Source: an optimization exercise on an open RTL-to-GDS flow (aim: small area and a short achievable clock period). Production flows keep margins and buffers that such runs may drop.
Where RTL was checked, it was by simulation tests only, not by an equivalence proof against the original.
No functional check of the RTL was part of run 2.
Power and IR drop assume default switching activity.

==> flow/design.v (outline; a module is shown in full before it is edited, if it fits) <==
// module crc: 174 lines
// module scrambler: 53 lines
// module srl16e_fifo_protect: 46 lines
// module link_fsm: 1062 lines
// module rx_cs: 469 lines
// module tx_cs: 331 lines
// module sata_link: 308 lines
module sata_link( 
   trn_rsof_n, trn_reof_n, trn_rd, trn_rsrc_rdy_n,
   trn_tdst_rdy_n, trn_tdst_dsc_n, trn_csof_n, trn_ceof_n, trn_cd,
   trn_csrc_rdy_n, trn_csrc_dsc_n, txdata, txdatak,
   phyclk, host_rst, trn_rdst_rdy_n, trn_rdst_dsc_n, trn_tsof_n,
   trn_teof_n, trn_td, trn_tsrc_rdy_n, trn_tsrc_dsc_n, trn_cdst_rdy_n,
   trn_cdst_dsc_n, txdatak_pop, rxdata, rxdatak, linkup
   );
  // ...
==> flow/run.sh <==
#!/bin/bash
# synth_recipe.tcl (not shown) runs the flow's synth.tcl, then flattens the netlist and writes it again
# the make line also repeats each setting of config.mk as NAME=value (left out here)
make -C /OpenROAD-flow-scripts/flow DESIGN_CONFIG=/design/flow/config.mk WORK_HOME=/design/flow/orfs CLKGATE_MAP_FILE= SYNTH_SCRIPT=/design/flow/synth_recipe.tcl finish
==> flow/config.mk <==
export PLATFORM = sky130hd
export DESIGN_NAME = sata_link
export DESIGN_NICKNAME = sata_link
export VERILOG_FILES = /design/flow/design.v
export SDC_FILE = /design/flow/constraint.sdc
export NUM_CORES = 4
export LEC_CHECK = 0
export CAP_MARGIN = 20
export CORE_MARGIN = 2
export CORE_UTILIZATION = 45
export PLACE_DENSITY = 0.6
export SLEW_MARGIN = 20
==> flow/constraint.sdc <==
create_clock -name core_clock -period 6.5 [get_ports {phyclk}]
set_input_delay 1.3000 -clock core_clock [delete_from_list [all_inputs] [get_ports {phyclk}]]
set_output_delay 1.3000 -clock core_clock [all_outputs]
set_load 0.01 [all_outputs]
==> summary.txt, run 1 <==
Critical path
  • Delay-heaviest family, CP: simple AND/OR/NAND/NOR gates
  • Levels on crit path: 10
  • Critical-path maximum fanout: 12
  • Crit path to: txdata[3]

Route
  • Routed Antenna Nets: 0
  • Top sig layer: met4
  • DR iter-0 viols: a little under 5000
  • Vias per cell: between 5 and 6
  • WL per Instance: ~26 um
  • Vias: ~38000

GRT
  • Total grt overflow: 0
  • Number of global-route vias before repair: 37100

Clock tree
  • CTS tree: built
  • Root Driver: clkbuf_16
  • Post-CTS setup buffer count: 0
  • Hold_buf cts: 0

Floorplanning
  • DIE AREA: roughly 0.14 mm2
  • Die width: around 370 um

Final layout
  • Data buffer area share: 3.16%
  • Share of layout cells above drive strength 1: 8.03%
  • Utilization after layout: 51.4%

Power and ir drop
  • VDD IR max: about 430 uV
  • Comb power frac: about a quarter
  • Reg power frac: roughly 43%
  • Top Consumer: registers

Timing
  • Fmax: ~160 MHz
  • Endpoints failing hold: 0
  • Clk_skew: approximately 0.034 ns
  • Worst Tran Pin Value: around 1.2 ns
  • Setup Viol. Count Final: 0
  • Fin. max-slew vios: 0

Placed design
  • Final HPWL DP: approximately 110000 um
  • Placed cells: 6167
  • Placer Congestion: about 0.90

Logic synthesis
  • Area contributors post-synth: edfxtp_1, dfxtp_1, xnor2_1
  • Mapped Cells: 4413

Job
  • Number of max-cap violations: 0

Outcome
  • Status: timing/DRC/antenna clean
==> module sata_link, before the edit <==
module sata_link( 
   trn_rsof_n, trn_reof_n, trn_rd, trn_rsrc_rdy_n,
   trn_tdst_rdy_n, trn_tdst_dsc_n, trn_csof_n, trn_ceof_n, trn_cd,
   trn_csrc_rdy_n, trn_csrc_dsc_n, txdata, txdatak,
   phyclk, host_rst, trn_rdst_rdy_n, trn_rdst_dsc_n, trn_tsof_n,
   trn_teof_n, trn_td, trn_tsrc_rdy_n, trn_tsrc_dsc_n, trn_cdst_rdy_n,
   trn_cdst_dsc_n, txdatak_pop, rxdata, rxdatak, linkup
   );
   parameter C_LINKFSM_DEBUG = 0;
   parameter C_HW_CRC = 0;
   parameter C_HW_FAKE_ERROR = 0;
localparam [31:0]
  P_ALIGN              = 32'h7B4A_4ABC, 
  P_CONT               = 32'h9999_AA7C,
  P_DMAT               = 32'h3636_B57C,
  P_EOF                = 32'hD5D5_B57C,
  P_HOLD               = 32'hD5D5_AA7C,
  P_HOLDA              = 32'h9595_AA7C,
  P_PMNAK              = 32'hF5F5_957C,
  P_PMREQ_P            = 32'h1717_B57C,
  P_PMREQ_S            = 32'h7575_957C,
  P_R_ERR              = 32'h5656_B57C,
  P_R_IP               = 32'h5555_B57C,
  P_R_OK               = 32'h3535_B57C,
  P_R_RDY              = 32'h4A4A_957C,
  P_SOF                = 32'h3737_B57C,
  P_SYNC               = 32'hB5B5_957C,
  P_WTRM               = 32'h5858_B57C,
  P_X_RDY              = 32'h5757_B57C;
localparam [3:0]
  C_R_OK  = 4'h1,
  C_R_ERR = 4'h2,
  C_SYNC  = 4'h3,
  C_GOOD  = 4'h4,
  C_BAD   = 4'h5,
  C_SRCV  = 4'h6;
function [4:0] encode_prim;
   input [31:0] prim;
   begin
      case (prim)
	P_ALIGN   : encode_prim = 5'h01;
	P_SYNC    : encode_prim = 5'h02;
	P_CONT    : encode_prim = 5'h03;
	P_SOF     : encode_prim = 5'h04;
	P_EOF     : encode_prim = 5'h05;
	P_HOLD    : encode_prim = 5'h06;
	P_WTRM    : encode_prim = 5'h07;
	P_HOLDA   : encode_prim = 5'h10;
	P_R_ERR   : encode_prim = 5'h11;
	P_R_IP    : encode_prim = 5'h12;
	P_R_OK    : encode_prim = 5'h13;
	P_R_RDY   : encode_prim = 5'h14;
	P_X_RDY   : encode_prim = 5'h15;
	P_DMAT    : encode_prim = 5'h1c;
	P_PMNAK   : encode_prim = 5'h1d;
	P_PMREQ_P : encode_prim = 5'h1e;
	P_PMREQ_S : encode_prim = 5'h1f;
	default   : encode_prim = 5'h00;
      endcase
   end
endfunction
function [64:0] prim2ascii;
   input [31:0] prim;
   begin
      case (prim)
	P_ALIGN   : prim2ascii = "ALIGN";
	P_SYNC    : prim2ascii = "SYNC";
	P_CONT    : prim2ascii = "CONT ";
	P_SOF     : prim2ascii = "SOF";
	P_EOF     : prim2ascii = "EOF  ";
	P_HOLD    : prim2ascii = "HOLD ";
	P_WTRM    : prim2ascii = "WTRM";
	P_HOLDA   : prim2ascii = "HOLDA";
	P_R_ERR   : prim2ascii = "R_ERR";
	P_R_IP    : prim2ascii = "R_IP";
	P_R_OK    : prim2ascii = "R_OK";
	P_R_RDY   : prim2ascii = "R_RDY";
	P_X_RDY   : prim2ascii = "X_RDY";
	P_DMAT    : prim2ascii = "DMAT ";
	P_PMNAK   : prim2ascii = "PMNAK";
	P_PMREQ_P : prim2ascii = "PMREQ_P";
	P_PMREQ_S : prim2ascii = "PMREQ_S";
	default   : prim2ascii = "       ";
      endcase
   end
endfunction 
function [7:0] Swap_inv;
   input [7:0] Byte;
   begin
      Swap_inv[7]  = ~Byte[0];
      Swap_inv[6]  = ~Byte[1];
      Swap_inv[5]  = ~Byte[2];
      Swap_inv[4]  = ~Byte[3];
      Swap_inv[3]  = ~Byte[4];
      Swap_inv[2]  = ~Byte[5];
      Swap_inv[1]  = ~Byte[6];
      Swap_inv[0]  = ~Byte[7];
   end
endfunction  
function [7:0] Swap;
   input [7:0] Byte;
   begin
      Swap[7]  = Byte[0];
      Swap[6]  = Byte[1];
      Swap[5]  = Byte[2];
      Swap[4]  = Byte[3];
      Swap[3]  = Byte[4];
      Swap[2]  = Byte[5];
      Swap[1]  = Byte[6];
      Swap[0]  = Byte[7];
   end
endfunction  
   input         phyclk;
   input         host_rst;
   output 	 trn_rsof_n;
   output 	 trn_reof_n;
   output [31:0] trn_rd;
   output 	 trn_rsrc_rdy_n;
   input 	 trn_rdst_rdy_n;
   input 	 trn_rdst_dsc_n;
   input 	 trn_tsof_n;
   input 	 trn_teof_n;
   input [31:0]  trn_td;
   input 	 trn_tsrc_rdy_n;
   output 	 trn_tdst_rdy_n;
   input 	 trn_tsrc_dsc_n;
   output 	 trn_tdst_dsc_n;
   output 	 trn_csof_n;
   output 	 trn_ceof_n;
   output [31:0] trn_cd;
   output 	 trn_csrc_rdy_n;
   input 	 trn_cdst_rdy_n;
   output	 trn_csrc_dsc_n;
   input 	 trn_cdst_dsc_n;
   output [31:0] txdata;
   output        txdatak;
   input         txdatak_pop;
   input [31:0]  rxdata;
   input    	 rxdatak;
   input 	 linkup;
   wire           plllock = 1'b1;
   wire [127:0]   rx_cs2dbg;
   wire [127:0]   tx_cs2dbg;
   wire [127:0]   link_fsm2dbg;
   wire [35:0]    cs2dcr_prim;
   wire [8:0]     cs2dcr_cnt;
   wire           dcr2cs_pop = 1'b0;
   wire           dcr2cs_clk = 1'b0;
   wire [7:0]     port_state = 8'h0;
   wire [31:0]    gtx_txdata = 32'h0;
   wire [3:0]     gtx_txdatak = 4'h0;
   wire [31:0]    gtx_rxdata = 32'h0;
   wire [3:0]     gtx_rxdatak = 4'h0;
   wire [31:0]    gtx_tune = 32'h0;
   wire [7:0]     err_req = 8'h0;
   wire [7:0]     err_ack;
   wire           trn_rsrc_dsc_n;
   wire           link_up;
   wire [31:0]		cs2link_char;		 
   wire			cs2link_crc_ok;		 
   wire			cs2link_crc_rdy;	 
   wire			cs2link_kchar;		 
   wire			err_ack_dfis;		 
   wire			err_ack_ndfis;		 
   wire			err_ack_dfis_tx;	 
   wire			err_ack_ndfis_tx;	 
   wire [7:0]		lfsm_state;		 
   wire [31:0]		link2cs_char;		 
   wire			link2cs_chark;		 
   wire			ll2cs_datav;		 
   wire			ll2cs_eof;		 
   wire			ll2cs_sof;		 
   wire			rd_almost_empty;	 
   wire			rd_empty;		 
   wire			rd_eof;			 
   wire			rd_sof;			 
   wire			state_idle;		 
   wire			trn_tfifo_rst;		 
   wire [31:0] 	  phy2cs_data;
   wire           tx_sync;		
   assign               phy2cs_data 	   = rxdata;
   assign               phy2cs_k    	   = rxdatak;
   assign               link_up     	   = linkup;
   assign err_ack[0]   = err_ack_dfis;
   assign err_ack[1]   = err_ack_ndfis;
   assign err_ack[4]   = err_ack_dfis_tx;
   assign err_ack[5]   = err_ack_ndfis_tx;
   assign err_ack[3:2] = 0;
   assign err_ack[7:6] = 0;
   link_fsm 
     link_fsm(.clk_75m(phyclk),
	      .link2cs_char		(link2cs_char[31:0]),
	      .link2cs_chark		(link2cs_chark),
	      .trn_tfifo_rst		(trn_tfifo_rst),
	      .ll2cs_sof		(ll2cs_sof),
	      .ll2cs_eof		(ll2cs_eof),
	      .ll2cs_datav		(ll2cs_datav),
	      .trn_csrc_rdy_n		(trn_csrc_rdy_n),
	      .trn_csrc_dsc_n		(trn_csrc_dsc_n),
	      .trn_cd			(trn_cd[31:0]),
	      .trn_csof_n		(trn_csof_n),
	      .trn_ceof_n		(trn_ceof_n),
	      .trn_tdst_dsc_n		(trn_tdst_dsc_n),
	      .state_idle		(state_idle),
	      .lfsm_state		(lfsm_state[7:0]),
	      .link_fsm2dbg		(link_fsm2dbg[127:0]),
	      .tx_sync                  (tx_sync),
	      .host_rst			(host_rst),
	      .link_up			(link_up),
	      .rxdata			(rxdata[31:0]),
	      .rxdatak			(rxdatak),
	      .txdata			(txdata[31:0]),
	      .txdatak			(txdatak),
	      .txdatak_pop		(txdatak_pop),
	      .cs2link_crc_ok		(cs2link_crc_ok),
	      .cs2link_crc_rdy		(cs2link_crc_rdy),
	      .cs2link_char		(cs2link_char[31:0]),
	      .cs2link_kchar		(cs2link_kchar),
	      .rd_sof			(rd_sof),
	      .rd_eof			(rd_eof),
	      .rd_empty			(rd_empty),
	      .rd_almost_empty		(rd_almost_empty),
	      .trn_cdst_rdy_n		(trn_cdst_rdy_n),
	      .trn_cdst_dsc_n		(trn_cdst_dsc_n),
	      .trn_rsof_n		(trn_rsof_n),
	      .trn_reof_n		(trn_reof_n),
	      .trn_rd			(trn_rd[31:0]),
	      .trn_rsrc_rdy_n		(trn_rsrc_rdy_n),
	      .trn_rsrc_dsc_n		(trn_rsrc_dsc_n),
	      .trn_rdst_rdy_n		(trn_rdst_rdy_n),
	      .trn_rdst_dsc_n		(trn_rdst_dsc_n),
	      .trn_tsof_n		(trn_tsof_n),
	      .trn_teof_n		(trn_teof_n),
	      .trn_td			(trn_td[31:0]),
	      .trn_tsrc_rdy_n		(trn_tsrc_rdy_n),
	      .trn_tsrc_dsc_n		(trn_tsrc_dsc_n),
	      .trn_tdst_rdy_n		(trn_tdst_rdy_n));
   rx_cs #( 
	   .C_LINKFSM_DEBUG		(C_LINKFSM_DEBUG),
	   .C_HW_CRC			(C_HW_CRC),
	   .C_HW_FAKE_ERROR		(C_HW_FAKE_ERROR))
   rx_cs (
	  .clk_75m			(phyclk),
	  .cs2link_char			(cs2link_char[31:0]),
	  .cs2link_kchar		(cs2link_kchar),
	  .cs2link_crc_ok		(cs2link_crc_ok),
	  .cs2link_crc_rdy		(cs2link_crc_rdy),
	  .trn_rsof_n			(trn_rsof_n),
	  .trn_reof_n			(trn_reof_n),
	  .trn_rd			(trn_rd[31:0]),
	  .trn_rsrc_rdy_n		(trn_rsrc_rdy_n),
	  .trn_rsrc_dsc_n		(trn_rsrc_dsc_n),
	  .cs2dcr_prim			(cs2dcr_prim[35:0]),
	  .cs2dcr_cnt			(cs2dcr_cnt[8:0]),
	  .err_ack_dfis			(err_ack_dfis),
	  .err_ack_ndfis		(err_ack_ndfis),
	  .rx_cs2dbg			(rx_cs2dbg[127:0]),
	  .host_rst			(host_rst),
	  .phy2cs_k			(phy2cs_k),
	  .phy2cs_data			(phy2cs_data[31:0]),
	  .trn_rdst_rdy_n		(trn_rdst_rdy_n),
	  .trn_rdst_dsc_n		(trn_rdst_dsc_n),
	  .ll2cs_sof			(ll2cs_sof),
	  .ll2cs_eof			(ll2cs_eof),
	  .ll2cs_datav			(ll2cs_datav),
	  .dcr2cs_pop			(dcr2cs_pop),
	  .dcr2cs_clk			(dcr2cs_clk),
	  .txdatak			(txdatak),
	  .txdata			(txdata[31:0]),
	  .state_idle			(state_idle),
	  .lfsm_state			(lfsm_state[7:0]),
	  .port_state			(port_state[7:0]),
	  .gtx_txdata			(gtx_txdata[31:0]),
	  .gtx_txdatak			(gtx_txdatak[3:0]),
	  .gtx_rxdata			(gtx_rxdata[31:0]),
	  .gtx_rxdatak			(gtx_rxdatak[3:0]),
	  .err_req			(err_req[7:0]));
   tx_cs #( 
	   .C_HW_CRC			(C_HW_CRC),
	   .C_HW_FAKE_ERROR		(C_HW_FAKE_ERROR))
   tx_cs (
	  .clk_75m			(phyclk),
	  .trn_tdst_rdy_n		(trn_tdst_rdy_n),
	  .txdata			(txdata[31:0]),
	  .txdatak			(txdatak),
	  .rd_sof			(rd_sof),
	  .rd_eof			(rd_eof),
	  .rd_empty			(rd_empty),
	  .rd_almost_empty		(rd_almost_empty),
	  .err_ack_dfis_tx		(err_ack_dfis_tx),
	  .err_ack_ndfis_tx		(err_ack_ndfis_tx),
	  .tx_cs2dbg			(tx_cs2dbg[127:0]),
	  .host_rst			(host_rst),
	  .link_up			(link_up),
	  .link2cs_char			(link2cs_char[31:0]),
	  .link2cs_chark		(link2cs_chark),
	  .tx_sync                      (tx_sync),
	  .trn_tsof_n			(trn_tsof_n),
	  .trn_teof_n			(trn_teof_n),
	  .trn_td			(trn_td[31:0]),
	  .trn_tsrc_rdy_n		(trn_tsrc_rdy_n),
	  .trn_tsrc_dsc_n		(trn_tsrc_dsc_n),
	  .trn_tdst_dsc_n		(trn_tdst_dsc_n),
	  .trn_tfifo_rst		(trn_tfifo_rst),
	  .txdatak_pop			(txdatak_pop),
	  .gtx_tune			(gtx_tune[31:0]),
          .err_req			(err_req[7:0]));
endmodule
==> run 2, diff against run 1 <==
==> flow/design.v (replaced) <==
localparam [31:0]
  P_ALIGN              = 32'h7B4A_4ABC,
  P_CONT               = 32'h9999_AA7C,
  P_DMAT               = 32'h3636_B57C,
  P_EOF                = 32'hD5D5_B57C,
  P_HOLD               = 32'hD5D5_AA7C,
  P_HOLDA              = 32'h9595_AA7C,
  P_PMNAK              = 32'hF5F5_957C,
  P_PMREQ_P            = 32'h1717_B57C,
  P_PMREQ_S            = 32'h7575_957C,
  P_R_ERR              = 32'h5656_B57C,
  P_R_IP               = 32'h5555_B57C,
  P_R_OK               = 32'h3535_B57C,
  P_R_RDY              = 32'h4A4A_957C,
  P_SOF                = 32'h3737_B57C,
  P_SYNC               = 32'hB5B5_957C,
  P_WTRM               = 32'h5858_B57C,
  P_X_RDY              = 32'h5757_B57C;
localparam [3:0]
  C_R_OK  = 4'h1,
  C_R_ERR = 4'h2,
  C_SYNC  = 4'h3,
  C_GOOD  = 4'h4,
  C_BAD   = 4'h5,
  C_SRCV  = 4'h6;
localparam [3:0]
  K_OTHER   = 4'd0,
  K_X_RDY   = 4'd1,
  K_PMREQ_P = 4'd2,
  K_PMREQ_S = 4'd3,
  K_SYNC    = 4'd4,
  K_R_RDY   = 4'd5,
  K_HOLD    = 4'd6,
  K_R_OK    = 4'd7,
  K_R_ERR   = 4'd8,
  K_SOF     = 4'd9,
  K_HOLDA   = 4'd10,
  K_EOF     = 4'd11,
  K_WTRM    = 4'd12;
module crc_next (
   input  [31:0] crc,
   input  [31:0] data_in,
   output [31:0] new_bit
   );
   wire [31:0] crc_bit = data_in ^ crc;
   assign new_bit[31] = crc_bit[31] ^ crc_bit[30] ^ crc_bit[29] ^
			crc_bit[28] ^ crc_bit[27] ^ crc_bit[25] ^
			crc_bit[24] ^ crc_bit[23] ^ crc_bit[15] ^
			crc_bit[11] ^ crc_bit[9]  ^ crc_bit[8]  ^ crc_bit[5];
   assign new_bit[30] = crc_bit[30] ^ crc_bit[29] ^ crc_bit[28] ^
			crc_bit[27] ^ crc_bit[26] ^ crc_bit[24] ^
			crc_bit[23] ^ crc_bit[22] ^ crc_bit[14] ^
			crc_bit[10] ^ crc_bit[8]  ^ crc_bit[7]  ^ crc_bit[4];
   assign new_bit[29] = crc_bit[31] ^ crc_bit[29] ^ crc_bit[28] ^
			crc_bit[27] ^ crc_bit[26] ^ crc_bit[25] ^
			crc_bit[23] ^ crc_bit[22] ^ crc_bit[21] ^
			crc_bit[13] ^ crc_bit[9]  ^ crc_bit[7]  ^
			crc_bit[6]  ^ crc_bit[3];
   assign new_bit[28] = crc_bit[30] ^ crc_bit[28] ^ crc_bit[27] ^
			crc_bit[26] ^ crc_bit[25] ^ crc_bit[24] ^
			crc_bit[22] ^ crc_bit[21] ^ crc_bit[20] ^
			crc_bit[12] ^ crc_bit[8]  ^ crc_bit[6]  ^
			crc_bit[5]  ^ crc_bit[2];
   assign new_bit[27] = crc_bit[29] ^ crc_bit[27] ^ crc_bit[26] ^
			crc_bit[25] ^ crc_bit[24] ^ crc_bit[23] ^
			crc_bit[21] ^ crc_bit[20] ^ crc_bit[19] ^
			crc_bit[11] ^ crc_bit[7]  ^ crc_bit[5]  ^
			crc_bit[4]  ^ crc_bit[1];
   assign new_bit[26] = crc_bit[31] ^ crc_bit[28] ^ crc_bit[26] ^
			crc_bit[25] ^ crc_bit[24] ^ crc_bit[23] ^
			crc_bit[22] ^ crc_bit[20] ^ crc_bit[19] ^
			crc_bit[18] ^ crc_bit[10] ^ crc_bit[6]  ^
			crc_bit[4]  ^ crc_bit[3]  ^ crc_bit[0];
   assign new_bit[25] = crc_bit[31] ^ crc_bit[29] ^ crc_bit[28] ^
			crc_bit[22] ^ crc_bit[21] ^ crc_bit[19] ^
			crc_bit[18] ^ crc_bit[17] ^ crc_bit[15] ^
			crc_bit[11] ^ crc_bit[8]  ^ crc_bit[3]  ^ crc_bit[2];
   assign new_bit[24] = crc_bit[30] ^ crc_bit[28] ^ crc_bit[27] ^
			crc_bit[21] ^ crc_bit[20] ^ crc_bit[18] ^
			crc_bit[17] ^ crc_bit[16] ^ crc_bit[14] ^
			crc_bit[10] ^ crc_bit[7]  ^ crc_bit[2]  ^ crc_bit[1];
   assign new_bit[23] = crc_bit[31] ^ crc_bit[29] ^ crc_bit[27] ^
			crc_bit[26] ^ crc_bit[20] ^ crc_bit[19] ^
			crc_bit[17] ^ crc_bit[16] ^ crc_bit[15] ^
			crc_bit[13] ^ crc_bit[9]  ^ crc_bit[6]  ^
			crc_bit[1]  ^ crc_bit[0];
   assign new_bit[22] = crc_bit[31] ^ crc_bit[29] ^ crc_bit[27] ^
			crc_bit[26] ^ crc_bit[24] ^ crc_bit[23] ^
			crc_bit[19] ^ crc_bit[18] ^ crc_bit[16] ^
			crc_bit[14] ^ crc_bit[12] ^ crc_bit[11] ^
			crc_bit[9]  ^ crc_bit[0];
   assign new_bit[21] = crc_bit[31] ^ crc_bit[29] ^ crc_bit[27] ^
			crc_bit[26] ^ crc_bit[24] ^ crc_bit[22] ^
			crc_bit[18] ^ crc_bit[17] ^ crc_bit[13] ^
			crc_bit[10] ^ crc_bit[9]  ^ crc_bit[5];
   assign new_bit[20] = crc_bit[30] ^ crc_bit[28] ^ crc_bit[26] ^
			crc_bit[25] ^ crc_bit[23] ^ crc_bit[21] ^
			crc_bit[17] ^ crc_bit[16] ^ crc_bit[12] ^
			crc_bit[9]  ^ crc_bit[8]  ^ crc_bit[4];
   assign new_bit[19] = crc_bit[29] ^ crc_bit[27] ^ crc_bit[25] ^
			crc_bit[24] ^ crc_bit[22] ^ crc_bit[20] ^
			crc_bit[16] ^ crc_bit[15] ^ crc_bit[11] ^
			crc_bit[8]  ^ crc_bit[7]  ^ crc_bit[3];
   assign new_bit[18] = crc_bit[31] ^ crc_bit[28] ^ crc_bit[26] ^
			crc_bit[24] ^ crc_bit[23] ^ crc_bit[21] ^
			crc_bit[19] ^ crc_bit[15] ^ crc_bit[14] ^
			crc_bit[10] ^ crc_bit[7]  ^ crc_bit[6]  ^ crc_bit[2];
   assign new_bit[17] = crc_bit[31] ^ crc_bit[30] ^ crc_bit[27] ^
			crc_bit[25] ^ crc_bit[23] ^ crc_bit[22] ^
			crc_bit[20] ^ crc_bit[18] ^ crc_bit[14] ^
			crc_bit[13] ^ crc_bit[9]  ^ crc_bit[6]  ^
			crc_bit[5]  ^ crc_bit[1];
   assign new_bit[16] = crc_bit[30] ^ crc_bit[29] ^ crc_bit[26] ^
			crc_bit[24] ^ crc_bit[22] ^ crc_bit[21] ^
			crc_bit[19] ^ crc_bit[17] ^ crc_bit[13] ^
			crc_bit[12] ^ crc_bit[8]  ^ crc_bit[5]  ^
			crc_bit[4]  ^ crc_bit[0];
   assign new_bit[15] = crc_bit[30] ^ crc_bit[27] ^ crc_bit[24] ^
			crc_bit[21] ^ crc_bit[20] ^ crc_bit[18] ^
			crc_bit[16] ^ crc_bit[15] ^ crc_bit[12] ^
			crc_bit[9]  ^ crc_bit[8]  ^ crc_bit[7]  ^
			crc_bit[5]  ^ crc_bit[4]  ^ crc_bit[3];
   assign new_bit[14] = crc_bit[29] ^ crc_bit[26] ^ crc_bit[23] ^
			crc_bit[20] ^ crc_bit[19] ^ crc_bit[17] ^
			crc_bit[15] ^ crc_bit[14] ^ crc_bit[11] ^
			crc_bit[8]  ^ crc_bit[7]  ^ crc_bit[6]  ^
			crc_bit[4]  ^ crc_bit[3]  ^ crc_bit[2];
   assign new_bit[13] = crc_bit[31] ^ crc_bit[28] ^ crc_bit[25] ^
			crc_bit[22] ^ crc_bit[19] ^ crc_bit[18] ^
			crc_bit[16] ^ crc_bit[14] ^ crc_bit[13] ^
			crc_bit[10] ^ crc_bit[7]  ^ crc_bit[6]  ^
			crc_bit[5]  ^ crc_bit[3]  ^ crc_bit[2]  ^ crc_bit[1];
   assign new_bit[12] = crc_bit[31] ^ crc_bit[30] ^ crc_bit[27] ^
			crc_bit[24] ^ crc_bit[21] ^ crc_bit[18] ^
			crc_bit[17] ^ crc_bit[15] ^ crc_bit[13] ^
			crc_bit[12] ^ crc_bit[9]  ^ crc_bit[6]  ^
			crc_bit[5]  ^ crc_bit[4]  ^ crc_bit[2]  ^
			crc_bit[1]  ^ crc_bit[0];
   assign new_bit[11] = crc_bit[31] ^ crc_bit[28] ^ crc_bit[27] ^
			crc_bit[26] ^ crc_bit[25] ^ crc_bit[24] ^
			crc_bit[20] ^ crc_bit[17] ^ crc_bit[16] ^
			crc_bit[15] ^ crc_bit[14] ^ crc_bit[12] ^
			crc_bit[9]  ^ crc_bit[4]  ^ crc_bit[3]  ^
			crc_bit[1]  ^ crc_bit[0];
   assign new_bit[10] = crc_bit[31] ^ crc_bit[29] ^ crc_bit[28] ^
			crc_bit[26] ^ crc_bit[19] ^ crc_bit[16] ^
			crc_bit[14] ^ crc_bit[13] ^ crc_bit[9] ^
			crc_bit[5]  ^ crc_bit[3]  ^ crc_bit[2] ^ crc_bit[0];
   assign new_bit[9] = crc_bit[29] ^ crc_bit[24] ^ crc_bit[23] ^
		       crc_bit[18] ^ crc_bit[13] ^ crc_bit[12] ^
		       crc_bit[11] ^ crc_bit[9]  ^ crc_bit[5]  ^
		       crc_bit[4]  ^ crc_bit[2]  ^ crc_bit[1];
   assign new_bit[8] = crc_bit[31] ^ crc_bit[28] ^ crc_bit[23] ^
		       crc_bit[22] ^ crc_bit[17] ^ crc_bit[12] ^
		       crc_bit[11] ^ crc_bit[10] ^ crc_bit[8]  ^
		       crc_bit[4]  ^ crc_bit[3]  ^ crc_bit[1]  ^ crc_bit[0];
   assign new_bit[7] = crc_bit[29] ^ crc_bit[28] ^ crc_bit[25] ^
		       crc_bit[24] ^ crc_bit[23] ^ crc_bit[22] ^
		       crc_bit[21] ^ crc_bit[16] ^ crc_bit[15] ^
		       crc_bit[10] ^ crc_bit[8]  ^ crc_bit[7]  ^
		       crc_bit[5]  ^ crc_bit[3]  ^ crc_bit[2]  ^ crc_bit[0];
   assign new_bit[6] = crc_bit[30] ^ crc_bit[29] ^ crc_bit[25] ^
		       crc_bit[22] ^ crc_bit[21] ^ crc_bit[20] ^
		       crc_bit[14] ^ crc_bit[11] ^ crc_bit[8]  ^
		       crc_bit[7]  ^ crc_bit[6]  ^ crc_bit[5]  ^
		       crc_bit[4]  ^ crc_bit[2]  ^ crc_bit[1];
   assign new_bit[5] = crc_bit[29] ^ crc_bit[28] ^ crc_bit[24] ^
		       crc_bit[21] ^ crc_bit[20] ^ crc_bit[19] ^
		       crc_bit[13] ^ crc_bit[10] ^ crc_bit[7]  ^
		       crc_bit[6]  ^ crc_bit[5]  ^ crc_bit[4]  ^
		       crc_bit[3]  ^ crc_bit[1]  ^ crc_bit[0];
   assign new_bit[4] = crc_bit[31] ^ crc_bit[30] ^ crc_bit[29] ^
		       crc_bit[25] ^ crc_bit[24] ^ crc_bit[20] ^
		       crc_bit[19] ^ crc_bit[18] ^ crc_bit[15] ^
		       crc_bit[12] ^ crc_bit[11] ^ crc_bit[8]  ^
		       crc_bit[6]  ^ crc_bit[4]  ^ crc_bit[3]  ^
		       crc_bit[2]  ^ crc_bit[0];
   assign new_bit[3] = crc_bit[31] ^ crc_bit[27] ^ crc_bit[25] ^
		       crc_bit[19] ^ crc_bit[18] ^ crc_bit[17] ^
		       crc_bit[15] ^ crc_bit[14] ^ crc_bit[10] ^
		       crc_bit[9]  ^ crc_bit[8]  ^ crc_bit[7]  ^
		       crc_bit[3]  ^ crc_bit[2]  ^ crc_bit[1];
   assign new_bit[2] = crc_bit[31] ^ crc_bit[30] ^ crc_bit[26] ^
		       crc_bit[24] ^ crc_bit[18] ^ crc_bit[17] ^
		       crc_bit[16] ^ crc_bit[14] ^ crc_bit[13] ^
		       crc_bit[9]  ^ crc_bit[8]  ^ crc_bit[7]  ^
		       crc_bit[6]  ^ crc_bit[2]  ^ crc_bit[1]  ^ crc_bit[0];
   assign new_bit[1] = crc_bit[28] ^ crc_bit[27] ^ crc_bit[24] ^
		       crc_bit[17] ^ crc_bit[16] ^ crc_bit[13] ^
		       crc_bit[12] ^ crc_bit[11] ^ crc_bit[9]  ^
		       crc_bit[7]  ^ crc_bit[6]  ^ crc_bit[1]  ^ crc_bit[0];
   assign new_bit[0] = crc_bit[31] ^ crc_bit[30] ^ crc_bit[29] ^
		       crc_bit[28] ^ crc_bit[26] ^ crc_bit[25] ^
		       crc_bit[24] ^ crc_bit[16] ^ crc_bit[12] ^
		       crc_bit[10] ^ crc_bit[9]  ^ crc_bit[6]  ^ crc_bit[0];
endmodule
module scrambler_next (
   input  [15:0] now,
   output [31:0] next
   );
   assign        next[31] = now[12] ^ now[10] ^ now[7] ^ now[3] ^ now[1] ^ now[0];
   assign        next[30] = now[15] ^ now[14] ^ now[12] ^ now[11] ^ now[9] ^ now[6]    ^  now[3]  ^ now[2]  ^ now[0];
   assign        next[29] = now[15] ^ now[13] ^ now[12] ^ now[11] ^ now[10] ^ now[8]   ^  now[5]  ^ now[3]  ^ now[2]  ^ now[1];
   assign        next[28] = now[14] ^ now[12] ^ now[11] ^ now[10] ^ now[9] ^ now[7]    ^  now[4]  ^ now[2]  ^ now[1]  ^ now[0];
   assign        next[27] = now[15] ^ now[14] ^ now[13] ^ now[12] ^ now[11] ^ now[10]  ^  now[9]  ^ now[8]  ^ now[6]  ^ now[1] ^ now[0];
   assign        next[26] = now[15] ^ now[13] ^ now[11] ^ now[10] ^ now[9] ^ now[8]    ^  now[7]  ^ now[5]  ^ now[3]  ^ now[0];
   assign        next[25] = now[15] ^ now[10] ^ now[9] ^ now[8] ^ now[7] ^ now[6]      ^  now[4]  ^ now[3]  ^ now[2];
   assign        next[24] = now[14] ^ now[9] ^ now[8] ^ now[7] ^ now[6] ^ now[5]       ^  now[3]  ^ now[2]  ^ now[1];
   assign        next[23] = now[13] ^ now[8] ^ now[7] ^ now[6] ^ now[5] ^ now[4]       ^  now[2]  ^ now[1]  ^ now[0];
   assign        next[22] = now[15] ^ now[14] ^ now[7] ^ now[6] ^ now[5] ^ now[4]      ^  now[1]  ^ now[0];
   assign        next[21] = now[15] ^ now[13] ^ now[12] ^ now[6] ^ now[5] ^ now[4]     ^  now[0];
   assign        next[20] = now[15] ^ now[11] ^ now[5] ^ now[4];
   assign        next[19] = now[14] ^ now[10] ^ now[4] ^ now[3];
   assign        next[18] = now[13] ^ now[9] ^ now[3] ^ now[2];
   assign        next[17] = now[12] ^ now[8] ^ now[2] ^ now[1];
   assign        next[16] = now[11] ^ now[7] ^ now[1] ^ now[0];
   assign        next[15] = now[15] ^ now[14] ^ now[12] ^ now[10] ^ now[6] ^ now[3]    ^ now[0];
   assign        next[14] = now[15] ^ now[13] ^ now[12] ^ now[11] ^ now[9] ^ now[5]    ^ now[3]   ^ now[2];
   assign        next[13] = now[14] ^ now[12] ^ now[11] ^ now[10] ^ now[8] ^ now[4]    ^ now[2]   ^ now[1];
   assign        next[12] = now[13] ^ now[11] ^ now[10] ^ now[9] ^ now[7] ^ now[3]     ^ now[1]   ^ now[0];
   assign        next[11] = now[15] ^ now[14] ^ now[10] ^ now[9] ^ now[8] ^ now[6]     ^ now[3]   ^ now[2]  ^ now[0];
   assign        next[10] = now[15] ^ now[13] ^ now[12] ^ now[9] ^ now[8] ^ now[7]     ^ now[5]   ^ now[3]  ^ now[2]  ^ now[1];
   assign        next[9] = now[14] ^ now[12] ^ now[11] ^ now[8] ^ now[7] ^ now[6]      ^ now[4]   ^ now[2]  ^ now[1]  ^ now[0];
   assign        next[8] = now[15] ^ now[14] ^ now[13] ^ now[12] ^ now[11] ^ now[10]   ^ now[7]   ^ now[6]  ^ now[5]  ^ now[1] ^ now[0];
   assign        next[7] = now[15] ^ now[13] ^ now[11] ^ now[10] ^ now[9] ^ now[6]     ^ now[5]   ^ now[4]  ^ now[3]  ^ now[0];
   assign        next[6] = now[15] ^ now[10] ^ now[9] ^ now[8] ^ now[5] ^ now[4]       ^ now[2];
   assign        next[5] = now[14] ^ now[9] ^ now[8] ^ now[7] ^ now[4] ^ now[3]        ^ now[1];
   assign        next[4] = now[13] ^ now[8] ^ now[7] ^ now[6] ^ now[3] ^ now[2]        ^ now[0];
   assign        next[3] = now[15] ^ now[14] ^ now[7] ^ now[6] ^ now[5] ^ now[3]       ^ now[2]   ^ now[1];
   assign        next[2] = now[14] ^ now[13] ^ now[6] ^ now[5] ^ now[4] ^ now[2]       ^ now[1]   ^ now[0];
   assign        next[1] = now[15] ^ now[14] ^ now[13] ^ now[5] ^ now[4] ^ now[1]      ^ now[0];
   assign        next[0] = now[15] ^ now[13] ^ now[4] ^ now[0];
endmodule
module sata_link(
   trn_rsof_n, trn_reof_n, trn_rd, trn_rsrc_rdy_n,
   trn_tdst_rdy_n, trn_tdst_dsc_n, trn_csof_n, trn_ceof_n, trn_cd,
   trn_csrc_rdy_n, trn_csrc_dsc_n, txdata, txdatak,
   phyclk, host_rst, trn_rdst_rdy_n, trn_rdst_dsc_n, trn_tsof_n,
   trn_teof_n, trn_td, trn_tsrc_rdy_n, trn_tsrc_dsc_n, trn_cdst_rdy_n,
   trn_cdst_dsc_n, txdatak_pop, rxdata, rxdatak, linkup
   );
localparam [31:0]
  P_ALIGN              = 32'h7B4A_4ABC,
  P_CONT               = 32'h9999_AA7C,
  P_DMAT               = 32'h3636_B57C,
  P_EOF                = 32'hD5D5_B57C,
  P_HOLD               = 32'hD5D5_AA7C,
  P_HOLDA              = 32'h9595_AA7C,
  P_PMNAK              = 32'hF5F5_957C,
  P_PMREQ_P            = 32'h1717_B57C,
  P_PMREQ_S            = 32'h7575_957C,
  P_R_ERR              = 32'h5656_B57C,
  P_R_IP               = 32'h5555_B57C,
  P_R_OK               = 32'h3535_B57C,
  P_R_RDY              = 32'h4A4A_957C,
  P_SOF                = 32'h3737_B57C,
  P_SYNC               = 32'hB5B5_957C,
  P_WTRM               = 32'h5858_B57C,
  P_X_RDY              = 32'h5757_B57C;
localparam [3:0]
  C_R_OK  = 4'h1,
  C_R_ERR = 4'h2,
  C_SYNC  = 4'h3,
  C_GOOD  = 4'h4,
  C_BAD   = 4'h5,
  C_SRCV  = 4'h6;
localparam [3:0]
  K_OTHER   = 4'd0,
  K_X_RDY   = 4'd1,
  K_PMREQ_P = 4'd2,
  K_PMREQ_S = 4'd3,
  K_SYNC    = 4'd4,
  K_R_RDY   = 4'd5,
  K_HOLD    = 4'd6,
  K_R_OK    = 4'd7,
  K_R_ERR   = 4'd8,
  K_SOF     = 4'd9,
  K_HOLDA   = 4'd10,
  K_EOF     = 4'd11,
  K_WTRM    = 4'd12;
   input         phyclk;
   input         host_rst;
   output        trn_rsof_n;
   output        trn_reof_n;
   output [31:0] trn_rd;
   output        trn_rsrc_rdy_n;
   input         trn_rdst_rdy_n;
   input         trn_rdst_dsc_n;
   input         trn_tsof_n;
   input         trn_teof_n;
   input [31:0]  trn_td;
   input         trn_tsrc_rdy_n;
   output        trn_tdst_rdy_n;
   input         trn_tsrc_dsc_n;
   output        trn_tdst_dsc_n;
   output        trn_csof_n;
   output        trn_ceof_n;
   output [31:0] trn_cd;
   output        trn_csrc_rdy_n;
   input         trn_cdst_rdy_n;
   output        trn_csrc_dsc_n;
   input         trn_cdst_dsc_n;
   output [31:0] txdata;
   output        txdatak;
   input         txdatak_pop;
   input [31:0]  rxdata;
   input         rxdatak;
   input         linkup;
   localparam [4:0]
     S_IDLE               = 5'h00,
     S_H_SENDCHKRDY       = 5'h01,
     S_L_SENDSOF          = 5'h02,
     S_L_SENDDATA         = 5'h03,
     S_L_RCVRHOLD         = 5'h04,
     S_L_SENDHOLD         = 5'h05,
     S_L_SENDCRC          = 5'h06,
     S_L_SENDEOF          = 5'h07,
     S_L_WAIT             = 5'h08,
     S_L_SYNCESCAPE       = 5'h09,
     S_L_RCVWAITFIFO      = 5'h0a,
     S_L_RCVCHKRDY        = 5'h0b,
     S_L_RCVDATA          = 5'h0c,
     S_L_HOLD             = 5'h0d,
     S_L_RCVHOLD          = 5'h0e,
     S_L_RCVEOF           = 5'h0f,
     S_L_GOODCRC          = 5'h10,
     S_L_GOODEND          = 5'h11,
     S_L_BADEND           = 5'h12,
     S_PM_DENY            = 5'h13,
     S_L_SEND_RCV         = 5'h18,
     S_L_SEND_SYNC        = 5'h19,
     S_L_SEND_RERR        = 5'h1a,
     S_L_SEND_ROK         = 5'h1b,
     S_L_RCV_SYNC         = 5'h1c,
     S_L_RCV_GOOD         = 5'h1d,
     S_L_RCV_BAD          = 5'h1e,
     S_L_RCV_ABORT        = 5'h1f;
   reg        cs_kvalid;
   reg        cs_kchar;
   reg [31:0] cs_char;
   reg [3:0]  cs_code;
   reg        cs_cont_mask;
   reg [3:0]  rx_code;
   always @(*)
     case (rxdata)
       P_X_RDY:   rx_code = K_X_RDY;
       P_PMREQ_P: rx_code = K_PMREQ_P;
       P_PMREQ_S: rx_code = K_PMREQ_S;
       P_SYNC:    rx_code = K_SYNC;
       P_R_RDY:   rx_code = K_R_RDY;
       P_HOLD:    rx_code = K_HOLD;
       P_R_OK:    rx_code = K_R_OK;
       P_R_ERR:   rx_code = K_R_ERR;
       P_SOF:     rx_code = K_SOF;
       P_HOLDA:   rx_code = K_HOLDA;
       P_EOF:     rx_code = K_EOF;
       P_WTRM:    rx_code = K_WTRM;
       default:   rx_code = K_OTHER;
     endcase
   always @(posedge phyclk)
     begin
        if (host_rst)
          begin
             cs_cont_mask <= 1'b0;
             cs_kchar     <= 1'b0;
             cs_kvalid    <= 1'b0;
          end
        else if (rxdatak && rxdata == P_CONT)
          begin
             cs_cont_mask <= 1'b1;
             cs_kvalid    <= 1'b1;
          end
        else if (rxdatak && rxdata == P_ALIGN)
          begin
             cs_kvalid    <= 1'b0;
          end
        else if (rxdatak || ~cs_cont_mask)
          begin
             cs_cont_mask <= 1'b0;
             cs_kvalid    <= 1'b1;
             cs_kchar     <= rxdatak;
             cs_char      <= rxdata;
             cs_code      <= rx_code;
          end
     end
   wire k       = cs_kchar;
   wire k_xrdy  = k && cs_code == K_X_RDY;
   wire k_pmreq = k && (cs_code == K_PMREQ_P || cs_code == K_PMREQ_S);
   wire k_sync  = k && cs_code == K_SYNC;
   wire k_rrdy  = k && cs_code == K_R_RDY;
   wire k_hold  = k && cs_code == K_HOLD;
   wire k_rok   = k && cs_code == K_R_OK;
   wire k_rerr  = k && cs_code == K_R_ERR;
   wire k_sof   = k && cs_code == K_SOF;
   wire k_holda = k && cs_code == K_HOLDA;
   wire k_eof   = k && cs_code == K_EOF;
   wire k_wtrm  = k && cs_code == K_WTRM;
   reg [33:0] tmem [0:15];      
   reg [3:0]  tcnt;
   reg        t_empty;          
   reg        t_low;            
   reg        t_full;           
   reg        rd_sof, rd_eof;   
   reg [4:0] state, next_state;
   wire rdy_low = t_low;
   wire trn_rd_rdy1 = rdy_low && rd_eof;
   wire trn_rd_rdy2 = ~rdy_low && ~rd_eof;
   wire trn_rd_rdy  = trn_rd_rdy1 || trn_rd_rdy2;
   always @(*)
     begin
        next_state = state;
        case (state)
          S_IDLE:
            if (rd_sof && ~t_empty)                    next_state = S_H_SENDCHKRDY;
            else if (k_xrdy)                           next_state = S_L_RCVWAITFIFO;
            else if (k_pmreq)                          next_state = S_PM_DENY;
          S_L_SYNCESCAPE:
            if (k_sync || k_xrdy)                      next_state = S_IDLE;
          S_PM_DENY:
            if (k)                                     next_state = S_IDLE;
          S_H_SENDCHKRDY:
            if (k_rrdy && ~t_empty && rd_sof)          next_state = S_L_SENDSOF;
            else if (k_xrdy)                           next_state = S_L_SEND_RCV;
          S_L_SEND_RCV:
            if (~trn_cdst_rdy_n)                       next_state = S_L_RCVWAITFIFO;
          S_L_SENDSOF:
            if (k_sync)                                next_state = S_L_SEND_SYNC;
            else if (~t_empty && rd_sof && txdatak_pop) next_state = S_L_SENDDATA;
          S_L_SENDDATA:
            if (trn_rd_rdy2 && k_hold)                 next_state = S_L_RCVRHOLD;
            else if (rdy_low && ~rd_eof && k && ~k_sync) next_state = S_L_SENDHOLD;
            else if (~t_empty && rd_eof && k && ~k_sync) next_state = S_L_SENDCRC;
            else if (k_sync)                           next_state = S_L_SEND_SYNC;
            else if (~trn_tsrc_dsc_n)                  next_state = S_L_SYNCESCAPE;
          S_L_RCVRHOLD:
            if (trn_rd_rdy && k && ~k_hold && ~k_sync) next_state = S_L_SENDDATA;
            else if (~t_empty && k_hold)               next_state = S_L_RCVRHOLD;
            else if (~t_empty && k_sync)               next_state = S_L_SEND_SYNC;
            else if (~trn_tsrc_dsc_n)                  next_state = S_L_SYNCESCAPE;
            else if (k_sync)                           next_state = S_L_SEND_SYNC;
          S_L_SEND_SYNC:
            if (~trn_cdst_rdy_n)                       next_state = S_IDLE;
          S_L_SENDHOLD:
            if (trn_rd_rdy && k && ~k_hold && ~k_sync && txdatak_pop) next_state = S_L_SENDDATA;
            else if (~t_empty && k_hold)               next_state = S_L_RCVRHOLD;
            else if (k_sync)                           next_state = S_L_SEND_SYNC;
            else if (~trn_tsrc_dsc_n)                  next_state = S_L_SYNCESCAPE;
          S_L_SENDCRC:
            if (k && ~k_sync && txdatak_pop)           next_state = S_L_SENDEOF;
            else if (k_sync)                           next_state = S_L_SEND_SYNC;
          S_L_SENDEOF:
            if (k && ~k_sync && txdatak_pop)           next_state = S_L_WAIT;
            else if (k_sync)                           next_state = S_L_SEND_SYNC;
          S_L_WAIT:
            if (k_rok)                                 next_state = S_L_SEND_ROK;
            else if (k_rerr)                           next_state = S_L_SEND_RERR;
            else if (k_sync)                           next_state = S_L_SEND_SYNC;
          S_L_SEND_RERR:
            if (~trn_cdst_rdy_n)                       next_state = S_IDLE;
          S_L_SEND_ROK:
            if (~trn_cdst_rdy_n)                       next_state = S_IDLE;
          S_L_RCVWAITFIFO:
            if (k_xrdy && ~trn_rdst_rdy_n)             next_state = S_L_RCVCHKRDY;
            else if (k && ~k_xrdy)                     next_state = S_IDLE;
          S_L_RCVCHKRDY:
            if (k_xrdy)                                next_state = S_L_RCVCHKRDY;
            else if (k_sof)                            next_state = S_L_RCVDATA;
            else if (k)                                next_state = S_IDLE;
          S_L_RCVDATA:
            if (k_holda)                               next_state = S_L_RCVDATA;
            else if (k_eof)                            next_state = S_L_RCVEOF;
            else if (trn_rdst_rdy_n)                   next_state = S_L_HOLD;
            else if (k_hold)                           next_state = S_L_RCVHOLD;
            else if (k_wtrm)                           next_state = S_L_BADEND;
            else if (k_sync)                           next_state = S_L_RCV_SYNC;
            else if (~trn_rdst_dsc_n)                  next_state = S_L_RCV_ABORT;
          S_L_HOLD:
            if (~trn_rdst_rdy_n && k_hold)             next_state = S_L_RCVHOLD;
            else if (k_eof)                            next_state = S_L_RCVEOF;
            else if (k_sync)                           next_state = S_L_RCV_SYNC;
            else if (~trn_rdst_dsc_n)                  next_state = S_L_RCV_ABORT;
            else if (~trn_rdst_rdy_n)                  next_state = S_L_RCVDATA;
          S_L_RCVHOLD:
            if (k_hold)                                next_state = S_L_RCVHOLD;
            else if (k_eof)                            next_state = S_L_RCVEOF;
            else if (k_sync)                           next_state = S_L_RCV_SYNC;
            else if (~trn_rdst_dsc_n)                  next_state = S_IDLE;
            else                                       next_state = S_L_RCVDATA;
          S_L_RCVEOF:
            if (cs2link_crc_rdy && cs2link_crc_ok)     next_state = S_L_GOODCRC;
            else if (cs2link_crc_rdy)                  next_state = S_L_BADEND;
          S_L_GOODCRC:
            if (k_sync)                                next_state = S_L_RCV_SYNC;
            else                                       next_state = S_L_RCV_GOOD;
          S_L_RCV_GOOD:
            if (k_sync)                                next_state = S_L_RCV_SYNC;
            else if (~trn_cdst_rdy_n && trn_cdst_dsc_n)  next_state = S_L_GOODEND;
            else if (~trn_cdst_rdy_n && ~trn_cdst_dsc_n) next_state = S_L_RCV_ABORT;
          S_L_GOODEND:
            if (k_sync)                                next_state = S_IDLE;
          S_L_BADEND:
            if (k_sync)                                next_state = S_L_RCV_BAD;
          S_L_RCV_ABORT:
            if (trn_cdst_dsc_n)                        next_state = S_IDLE;
          S_L_RCV_SYNC:
            if (~trn_cdst_rdy_n)                       next_state = S_IDLE;
          S_L_RCV_BAD:
            if (~trn_cdst_rdy_n)                       next_state = S_IDLE;
          default: ;
        endcase
     end
   always @(posedge phyclk)
     if (host_rst || ~linkup)
       state <= S_IDLE;
     else
       state <= next_state;
   reg        c_n;              
   reg [2:0]  cd;
   reg        trn_tfifo_rst;
   reg        tdst_dsc_n;
   always @(posedge phyclk)
     begin
        c_n           <= 1'b0;
        trn_tfifo_rst <= 1'b1;
        case (state)
          S_L_SEND_RCV:  cd <= C_SRCV;
          S_L_SEND_SYNC: cd <= C_SYNC;
          S_L_SEND_ROK:  cd <= C_R_OK;
          S_L_SEND_RERR: cd <= C_R_ERR;
          S_L_RCV_SYNC:  cd <= C_SYNC;
          S_L_RCV_GOOD:  cd <= C_GOOD;
          S_L_RCV_BAD:   cd <= C_BAD;
          default:
            begin
               c_n           <= 1'b1;
               cd            <= 3'h0;
               trn_tfifo_rst <= ~linkup;
            end
        endcase
        tdst_dsc_n <= ~(state == S_L_RCVWAITFIFO || state == S_L_RCVCHKRDY ||
                        state == S_L_RCVDATA     || state == S_L_HOLD      ||
                        state == S_L_RCVHOLD     || state == S_L_RCVEOF    ||
                        state == S_L_GOODCRC     || state == S_L_GOODEND   ||
                        state == S_L_BADEND      || state == S_L_RCV_ABORT ||
                        state == S_L_RCV_SYNC    || state == S_L_RCV_GOOD  ||
                        state == S_L_RCV_BAD);
     end
   assign trn_csrc_rdy_n = c_n;
   assign trn_csof_n     = c_n;
   assign trn_ceof_n     = c_n;
   assign trn_csrc_dsc_n = 1'b1;
   assign trn_cd         = {29'h0, cd};
   assign trn_tdst_dsc_n = tdst_dsc_n;
   reg        ns_k;
   reg [31:0] ns_char;
   always @(*)
     begin
        ns_k    = 1'b1;
        ns_char = P_SYNC;
        case (next_state)
          S_PM_DENY:       ns_char = P_PMNAK;
          S_H_SENDCHKRDY:  ns_char = P_X_RDY;
          S_L_SENDSOF:     ns_char = P_SOF;
          S_L_SENDDATA,
          S_L_SENDCRC:     begin ns_char = 32'h0; ns_k = 1'b0; end
          S_L_SENDEOF:     ns_char = P_EOF;
          S_L_RCVRHOLD:    ns_char = P_HOLDA;
          S_L_SENDHOLD:    ns_char = P_HOLD;
          S_L_WAIT:        ns_char = P_WTRM;
          S_L_RCVCHKRDY:   ns_char = P_R_RDY;
          S_L_RCVDATA:     ns_char = P_R_IP;
          S_L_HOLD:        ns_char = P_HOLD;
          S_L_RCVHOLD:     ns_char = P_HOLDA;
          S_L_RCVEOF:      ns_char = P_R_IP;
          S_L_GOODCRC:     ns_char = P_R_IP;
          S_L_GOODEND:     ns_char = P_R_OK;
          S_L_RCV_GOOD:    ns_char = P_R_IP;
          S_L_BADEND:      ns_char = P_R_ERR;
          default:         ns_char = P_SYNC;
        endcase
     end
   wire ns_sof = next_state == S_L_SENDSOF;
   wire ns_eof = next_state == S_L_SENDEOF;
   reg  lk;                      
   reg  lk_sof, lk_eof;          
   reg  tx_sync;
   always @(posedge phyclk)
     begin
        lk      <= ns_k;
        lk_sof  <= ns_sof;
        lk_eof  <= ns_eof;
        tx_sync <= next_state == S_L_SEND_SYNC && state != S_L_SEND_SYNC;
     end
   wire cs_sof   = state == S_L_RCVCHKRDY && k_sof;
   wire rcv_st   = state == S_L_RCVDATA || state == S_L_HOLD || state == S_L_RCVHOLD;
   wire cs_eof   = rcv_st && k_eof;
   wire cs_datav = rcv_st && ~k;
   reg  [15:0] rscr;
   wire [31:0] rscr_out;
   scrambler_next rx_scr (.now(rscr), .next(rscr_out));
   always @(posedge phyclk)
     if (cs_sof)
       rscr <= 16'hF0F6;
     else if (cs_datav && cs_kvalid)
       rscr <= rscr_out[31:16];
   reg [31:0] r_wr_di;
   reg        r_wr_sof, r_wr_eof, r_wr_en;
   always @(posedge phyclk)
     begin
        if (cs_sof)
          begin
             r_wr_en  <= 1'b1;
             r_wr_sof <= 1'b1;
             r_wr_eof <= 1'b0;
             r_wr_di  <= 32'h0;
          end
        else if (cs_datav && cs_kvalid)
          begin
             r_wr_en  <= 1'b1;
             r_wr_sof <= 1'b0;
             r_wr_eof <= 1'b0;
             r_wr_di  <= rscr_out ^ cs_char;
          end
        else if (cs_eof)
          begin
             r_wr_en  <= 1'b1;
             r_wr_sof <= 1'b0;
             r_wr_eof <= 1'b1;
          end
        else
          r_wr_en <= 1'b0;
     end
   reg [33:0] rmem [0:15];      
   reg [3:0]  rcnt;
   wire r_empty = rcnt == 4'hf;
   wire r_afull = rcnt == 4'hc || rcnt == 4'hd;
   wire r_full  = rcnt == 4'he;
   wire r_rd_en = r_afull | (r_wr_eof && ~r_empty);
   wire [33:0] r_dout = rmem[rcnt];
   always @(posedge phyclk)
     if (r_wr_en)
       begin : rshift
          integer i;
          for (i = 15; i > 0; i = i - 1)
            rmem[i] <= rmem[i-1];
          rmem[0] <= {r_wr_sof, r_wr_eof, r_wr_di};
       end
   always @(posedge phyclk)
     if (host_rst)
       rcnt <= 4'hf;
     else if (r_wr_en && ~r_rd_en && ~r_full)
       rcnt <= rcnt + 1'b1;
     else if (~r_wr_en && r_rd_en && ~r_empty)
       rcnt <= rcnt - 1'b1;
   reg        rd_sof1, rd_sof2, rd_sof3;
   reg [31:0] rd_do1, rd_do2;
   reg        rd_rdy1, rd_rdy2, rd_rdy3;
   reg [31:0] trn_rd_q;
   reg        rsrc_rdy_n, rsof_n, reof_n;
   reg        eof_sent;
   wire       r_rd_eof = r_dout[32];
   wire       rdy_case = rd_rdy3 && ~eof_sent;
   always @(posedge phyclk)
     begin
        rd_sof1 <= r_dout[33];
        rd_do1  <= r_dout[31:0];
        rd_rdy1 <= r_rd_en;
        rd_sof2 <= rd_sof1;
        rd_do2  <= rd_do1;
        rd_rdy2 <= rd_rdy1;
        rd_sof3 <= rd_sof2;
        rd_rdy3 <= rd_rdy2;
        if (cs_sof)
          eof_sent <= 1'b0;
        else if (rdy_case && r_rd_eof)
          eof_sent <= 1'b1;
        trn_rd_q   <= rd_do2;
        rsrc_rdy_n <= ~rdy_case;
        rsof_n     <= ~(rdy_case && rd_sof3);
        reof_n     <= ~(rdy_case && r_rd_eof);
     end
   assign trn_rd         = trn_rd_q;
   assign trn_rsrc_rdy_n = rsrc_rdy_n;
   assign trn_rsof_n     = rsof_n;
   assign trn_reof_n     = reof_n;
   reg  [31:0] rcrc;
   wire [31:0] rcrc_next;
   crc_next rx_crc (.crc(rcrc), .data_in(r_wr_di), .new_bit(rcrc_next));
   always @(posedge phyclk)
     if (cs_sof)
       rcrc <= 32'h52325032;
     else if (r_wr_en && ~r_wr_sof && ~r_wr_eof)
       rcrc <= rcrc_next;
   reg cs2link_crc_ok, cs2link_crc_rdy;
   always @(posedge phyclk)
     if (cs_eof)
       begin
          cs2link_crc_ok  <= rcrc == r_wr_di;
          cs2link_crc_rdy <= 1'b1;
       end
     else if (cs_sof)
       begin
          cs2link_crc_ok  <= 1'b0;
          cs2link_crc_rdy <= 1'b0;
       end
   reg  afull_q;                        
   assign trn_tdst_rdy_n = trn_tsrc_rdy_n | afull_q;
   wire trn_xfer = ~trn_tsrc_rdy_n & ~afull_q;
   reg         txcs_rst;
   wire        tx_rst = txcs_rst || tx_sync;
   reg  [15:0] tscr;
   wire [31:0] tscr_out;
   scrambler_next tx_scr (.now(tscr), .next(tscr_out));
   always @(posedge phyclk)
     if (tx_rst)
       tscr <= 16'hF0F6;
     else if (trn_xfer)
       tscr <= tscr_out[31:16];
   reg  [31:0] tcrc;
   wire [31:0] tcrc_next;
   crc_next tx_crc (.crc(tcrc), .data_in(trn_td), .new_bit(tcrc_next));
   always @(posedge phyclk)
     if (tx_rst)
       tcrc <= 32'h52325032;
     else if (trn_xfer)
       tcrc <= tcrc_next;
   reg eof_reg, eof_reg_d;
   always @(posedge phyclk)
     begin
        eof_reg   <= trn_xfer && ~trn_teof_n;
        eof_reg_d <= eof_reg;
     end
   reg [31:0] wr_di;
   reg        wr_sof, wr_eof, wr_en;
   reg [31:0] wr_di_n;
   reg        wr_sof_n, wr_eof_n, wr_en_n, txcs_rst_n;
   always @(*)
     begin
        wr_di_n    = wr_di;
        wr_sof_n   = wr_sof;
        wr_eof_n   = wr_eof;
        wr_en_n    = 1'b0;
        txcs_rst_n = 1'b0;
        if (host_rst)
          txcs_rst_n = 1'b1;
        else if (trn_xfer)
          begin
             wr_en_n  = 1'b1;
             wr_di_n  = tscr_out ^ trn_td;
             wr_sof_n = ~trn_tsof_n;
             wr_eof_n = ~trn_teof_n;
          end
        else if (eof_reg_d)
          begin
             wr_en_n    = 1'b1;
             wr_di_n    = tscr_out ^ tcrc;
             txcs_rst_n = 1'b1;
          end
     end
   always @(posedge phyclk)
     begin
        wr_di    <= wr_di_n;
        wr_sof   <= wr_sof_n;
        wr_eof   <= wr_eof_n;
        wr_en    <= wr_en_n;
        txcs_rst <= txcs_rst_n;
     end
   reg [7:0] align_cnt;
   reg       as_q;               
   reg       c12_q;              
   reg       lk_d1, lk_d2;
   reg       prim_insert;
   reg       char_d_eof;         
   reg       trn_eof_reg;
   reg       rd_en;              
   wire di      = c12_q & ~lk_d2;             
   wire align_rst = host_rst | ~linkup;
   wire [7:0] align_cnt_n = align_rst ? 8'd1 : align_cnt + 8'd1;
   wire as_n  = align_cnt_n == 8'd0 || align_cnt_n == 8'hff;
   wire c12_n = align_cnt_n == 8'd1 || align_cnt_n == 8'd2;
   wire di_n  = c12_n & ~lk_d1;
   reg pi_n, cde_n;
   always @(*)
     begin
        pi_n  = prim_insert;
        cde_n = char_d_eof;
        if ((as_q | di) && (lk_sof | lk_eof))
          begin
             cde_n = lk_eof;
             pi_n  = 1'b1;
          end
        else if (~as_q && di && prim_insert)
          pi_n = 1'b1;
        else if (~as_q | host_rst)
          pi_n = 1'b0;
     end
   wire eofr_n = (rd_eof && rd_en) ? 1'b1 : rd_sof ? 1'b0 : trn_eof_reg;
   wire t_rst = host_rst | trn_tfifo_rst;
   wire t_inc = wr_en & ~rd_en & ~t_full;
   wire t_dec = ~wr_en & rd_en & ~t_empty;
   wire [3:0] tcnt_a = t_inc ? tcnt + 4'd1 : t_dec ? tcnt - 4'd1 : tcnt;
   wire [3:0] tcnt_n = t_rst ? 4'hf : tcnt_a;
   reg  [3:0]  hidx;
   reg         hwr;
   wire [33:0] head_a = hwr ? {wr_eof, wr_sof, wr_di} : tmem[hidx];
   wire [33:0] head_r = wr_en ? tmem[14] : tmem[15];
   wire [33:0] head_n = t_rst ? head_r : head_a;
   wire rd_en_n = (~ns_k & ~as_n & ~pi_n) | di_n;
   wire full_n  = tcnt_n == 4'he;
   wire empty_n = tcnt_n == 4'hf;
   wire hdec_n  = wr_en_n ? (rd_en_n | full_n) : (rd_en_n & ~empty_n);
   wire [3:0] hidx_n = hdec_n ? tcnt_n - 4'd1 : tcnt_n;
   wire hwr_n   = wr_en_n & (rd_en_n ? tcnt_n == 4'h0 : empty_n);
   always @(posedge phyclk)
     if (wr_en)
       begin : tshift
          integer i;
          for (i = 15; i > 0; i = i - 1)
            tmem[i] <= tmem[i-1];
          tmem[0] <= {wr_eof, wr_sof, wr_di};
       end
   always @(posedge phyclk)
     begin
        tcnt    <= tcnt_n;
        rd_en   <= rd_en_n;
        hidx    <= hidx_n;
        hwr     <= hwr_n;
        t_empty <= tcnt_n == 4'hf;
        t_low   <= tcnt_n == 4'hf || tcnt_n == 4'h0 || tcnt_n == 4'h1;
        t_full  <= tcnt_n == 4'he;
        afull_q <= tcnt_n == 4'hc || tcnt_n == 4'hd || tcnt_n == 4'he;
        rd_sof  <= head_n[32];
        rd_eof  <= head_n[33];
     end
   wire [31:0] dat_n = eofr_n ? wr_di_n : head_n[31:0];
   reg  [31:0] txdata_n;
   reg         txdatak_n;
   always @(*)
     begin
        txdatak_n = (ns_k | as_n | pi_n) && ~di_n;
        if (as_n)
          txdata_n = P_ALIGN;
        else if (pi_n && ~di_n)
          txdata_n = cde_n ? P_EOF : P_SOF;
        else if (di_n || ~ns_k)
          txdata_n = dat_n;
        else
          txdata_n = ns_char;
     end
   reg [31:0] txdata_q;
   reg        txdatak_q;
   always @(posedge phyclk)
     begin
        align_cnt   <= align_cnt_n;
        as_q        <= as_n;
        c12_q       <= c12_n;
        lk_d1       <= lk;
        lk_d2       <= lk_d1;
        prim_insert <= pi_n;
        char_d_eof  <= cde_n;
        trn_eof_reg <= eofr_n;
        txdata_q    <= txdata_n;
        txdatak_q   <= txdatak_n;
     end
   assign txdata  = txdata_q;
   assign txdatak = txdatak_q;
endmodule
--- a/flow/config.mk
+++ b/flow/config.mk
@@ -9,4 +9,6 @@
 export CORE_MARGIN = 2
 export CORE_UTILIZATION = 45
 export PLACE_DENSITY = 0.6
+export SETUP_SLACK_MARGIN = 3.2
 export SLEW_MARGIN = 20
+export TNS_END_PERCENT = 10
==> summary.txt, run 2 <==
Timing
  • Setup Viol. Count Final: 0 (unchanged)
  • Setup TNS: 0 ns (unchanged)
  • Fin. max-slew vios: 0 (unchanged)
  • Fmax: 286 MHz (was 158 MHz)
  • Worst Tran Pin Value: 1.10 ns (was 1.17 ns)
  • Endpoints failing hold: 0 (unchanged)
  • Clk_skew: 0.0277 ns (was 0.0341 ns)

Logic synthesis
  • Unique masters post-synth: 95 (was 100)
  • Area contributors post-synth: edfxtp_1, dfxtp_1, xnor2_1 (unchanged)
  • Yosys reg bits: 1487 (was 1467)
  • Synth Cell Area: 0.0625 mm2 (was 0.0614 mm2)
  • Synth Flop Type: edfxtp_1 (unchanged)
  • Mapped Cells: 4657 (was 4413)
  • Post-synth top area cell: edfxtp_1 (unchanged)

GRT
  • Number of global-route vias before repair: 39300 (was 37100)
  • Total grt overflow: 0 (unchanged)
  • First-pass GRT wire length: 263000 um (was 245000 um)

Final layout
  • Nets: 4937 (was 4636)
  • Share of layout cells above drive strength 1: 12.3% (was 8.03%)
  • Area grow syn2layout: 15.9% (was 13.4%)
  • Most frequent cells in the layout: edfxtp_1, xnor2_1, dfxtp_1 (unchanged)
  • Ant. Diodes: 0 (was 1)

Placed design
  • Placer Congestion: 0.914 (was 0.903)
  • Final HPWL DP: 115000 um (was 106000 um)

Critical path
  • Crit path required time: 7.18 ns (was 5.20 ns)
  • Critical-path maximum fanout: 8 (was 12)
  • CP endpoint kind: flip-flop (was output pin)

Route
  • Residual DRC count: 0 (unchanged)
  • Routed Antenna Nets: 0 (unchanged)
  • Vias: 40600 (was 38000)
  • DR iter-0 viols: 5173 (was 4970)
  • Pre-antenna DRT Iters: 8 (was 6)
  • Vias per cell: 6.01 (was 5.90)
  • WL per Instance: 26.5 um (was 25.6 um)

Floorplanning
  • Die width: 377 um (was 373 um)
  • DIE AREA: 0.142 mm2 (was 0.139 mm2)

Power and ir drop
  • Comb power frac: 29.7% (was 25.4%)
  • Reg power frac: 39.1% (was 43.0%)
  • Internal: 20.0 mW (was 18.7 mW)
  • VDD IR max: 432 uV (was 429 uV)
  • Final Total Pwr: 29.5 mW (was 26.7 mW)
  • Clock power share: 31.2% (was 31.6%)
  • P_leak: 24.7 nW (was 23.0 nW)

Outcome
  • Status: timing/DRC/antenna clean (unchanged)

Clock tree
  • CTS tree: built (unchanged)
  • Hold_buf cts: 0 (unchanged)
  • Root Driver: clkbuf_16 (unchanged)
  • Htree depth: 4 (unchanged)

Job
  • Number of max-cap violations: 0 (unchanged)
==> run 2: cell types whose count changed after synthesis, sizes merged, moves of 24 or more <==
cell / previous run / this run
o21ai: 89 / 56
mux2: 3 / 41
o22ai: 5 / 40
a22oi: 219 / 278
xnor2: 632 / 661
clkbuf: 208 / 253
edfxtp: 1190 / 1093
a222oi: 61 / 36
mux2i: 33 / 9
a211oi: 36 / 64
nor2: 196 / 229
nand2: 273 / 229
o211ai: 21 / 70
dfxtp: 277 / 394
==> run 2: final timing paths <==
check,start,endpoint,slack [ns],cells after the start
worst max-delay path,cs_code[0]$_DFFE_PP_,hidx[1]$_DFF_P_,3.00,16
worst min-delay path,rd_do2[20]$_DFF_P_,trn_rd_q[20]$_DFF_P_,0.31,0
worst max register to register,cs_code[0]$_DFFE_PP_,hidx[1]$_DFF_P_,3.00,16
worst min register to register,rd_do2[20]$_DFF_P_,trn_rd_q[20]$_DFF_P_,0.31,0
==> run 2: area by class of cell <==
class | instances | area (um2) | share of cell area [%]
sequential | 1487 | 40700 | 56.2
clock inverter | 66 | 931 | 1.28
inverter | 46 | 180 | 0.249
timing repair buffer | 318 | 2900 | 4.01
multi-input combinational | 2830 | 21100 | 29.1
clock buffer | 223 | 4380 | 6.04
tap | 1794 | 2240 | 3.10
==> run 2: kinds of logic (layout without fill, tap and decap cells) <==
family | Yosys count | in the layout | share of synthesized area, %
simple gates | 863 | 864 | 6.88
other cells | 2 | 30 | 0.0120
mux | 50 | 50 | 0.882
buf+inv | 369 | 653 | 2.48
compound gates | 1026 | 1026 | 12.4
fa+ha+maj | 22 | 22 | 0.440
xor+xnor | 838 | 838 | 11.8
flops | 1487 | 1487 | 65.1
==> run 2: what timing repair did <==
action | 4_1_cts | 5_1_grt
setup endpoints to repair | 66 | 71
gates resized for setup | 134 | 37
pin swaps | 32 | 12
cloned | 1 | 1
buffers inserted | 57 | 8
==> run 2: power groups by stage <==
stage	Combinational, mW	Sequential (mW)	Clock [mW]
finish	8.76	11.5	9.19
detailed placement	8.53	11.7	0
floorplan	6.30	11.4	0
CTS	8.64	11.5	9.36
global route	9.33	11.6	9.74
global placement	8.54	11.7	0
==> run 2: metal layers <==
metal	wire length, um	GRT usage (%)	part of all wire (%)	vias to the layer above
met4	3770	6.51	2.1	8
met2	77800	36.2	43	2007
met1	80300	37.1	45	20400
li1	-	-	-	18000
met5	54	0	0.030	-
met3	17600	6.03	9.8	255
==> run 2: worst max-delay path, stage by stage (launching register included) <==
cell       delay [ns]
edfxtp_1         0.44
buf_6            0.17
buf_6            0.14
or4_4            0.53
a31oi_1          0.13
and3_1           0.17
nand4_1          0.22
nor2_4           0.19
buf_6            0.13
ha_4             0.12
inv_2            0.04
a31oi_4          0.15
o2111ai_2        0.15
buf_4            0.19
a21oi_2          0.13
o22a_1           0.19
mux2_4           0.30
==> run 2: through the flow <==
step | hold WS [ns] | instance area (um2) | util, % | std cells | setup slack [ns]
after detailed placement | 0.312 | 66100 | 48.0 | 6408 | 1.13
after CTS | 0.322 | 72300 | 52.5 | 6755 | 3.00
after floorplan | 0.310 | 62800 | - | 4685 | 0.628
after global routing | 0.329 | 72500 | 52.7 | 6764 | 2.88
final | 0.310 | 72500 | 52.7 | 6764 | 3.00
after global placement | 0.310 | 66100 | 48.0 | 6408 | 1.10

port drivers added, routing unchanged:
The flow's constraints put no driver on any port. The routed layouts listed below were extracted and timed again, unchanged, in two steps.
Step 1, drivers: a clkbuf_16 drives phyclk and a buf_2 each remaining input, both assumed.
Step 2 also shifts input and output timing later by t, the mid clock arrival at the registers, as if the neighbouring blocks saw the same clock.
Three values: no drivers, after step 1, after step 2; two values: the first two.
| run | shift t [ns] | slack for setup (ns) |
|---|---|---|
| run 1 | 0.863 | 0.182 / 0.104 / 0.967 |
| run 2 | 0.868 | 3.005 / 3.005 / 2.192 |
After both steps every run listed still meets setup and hold.
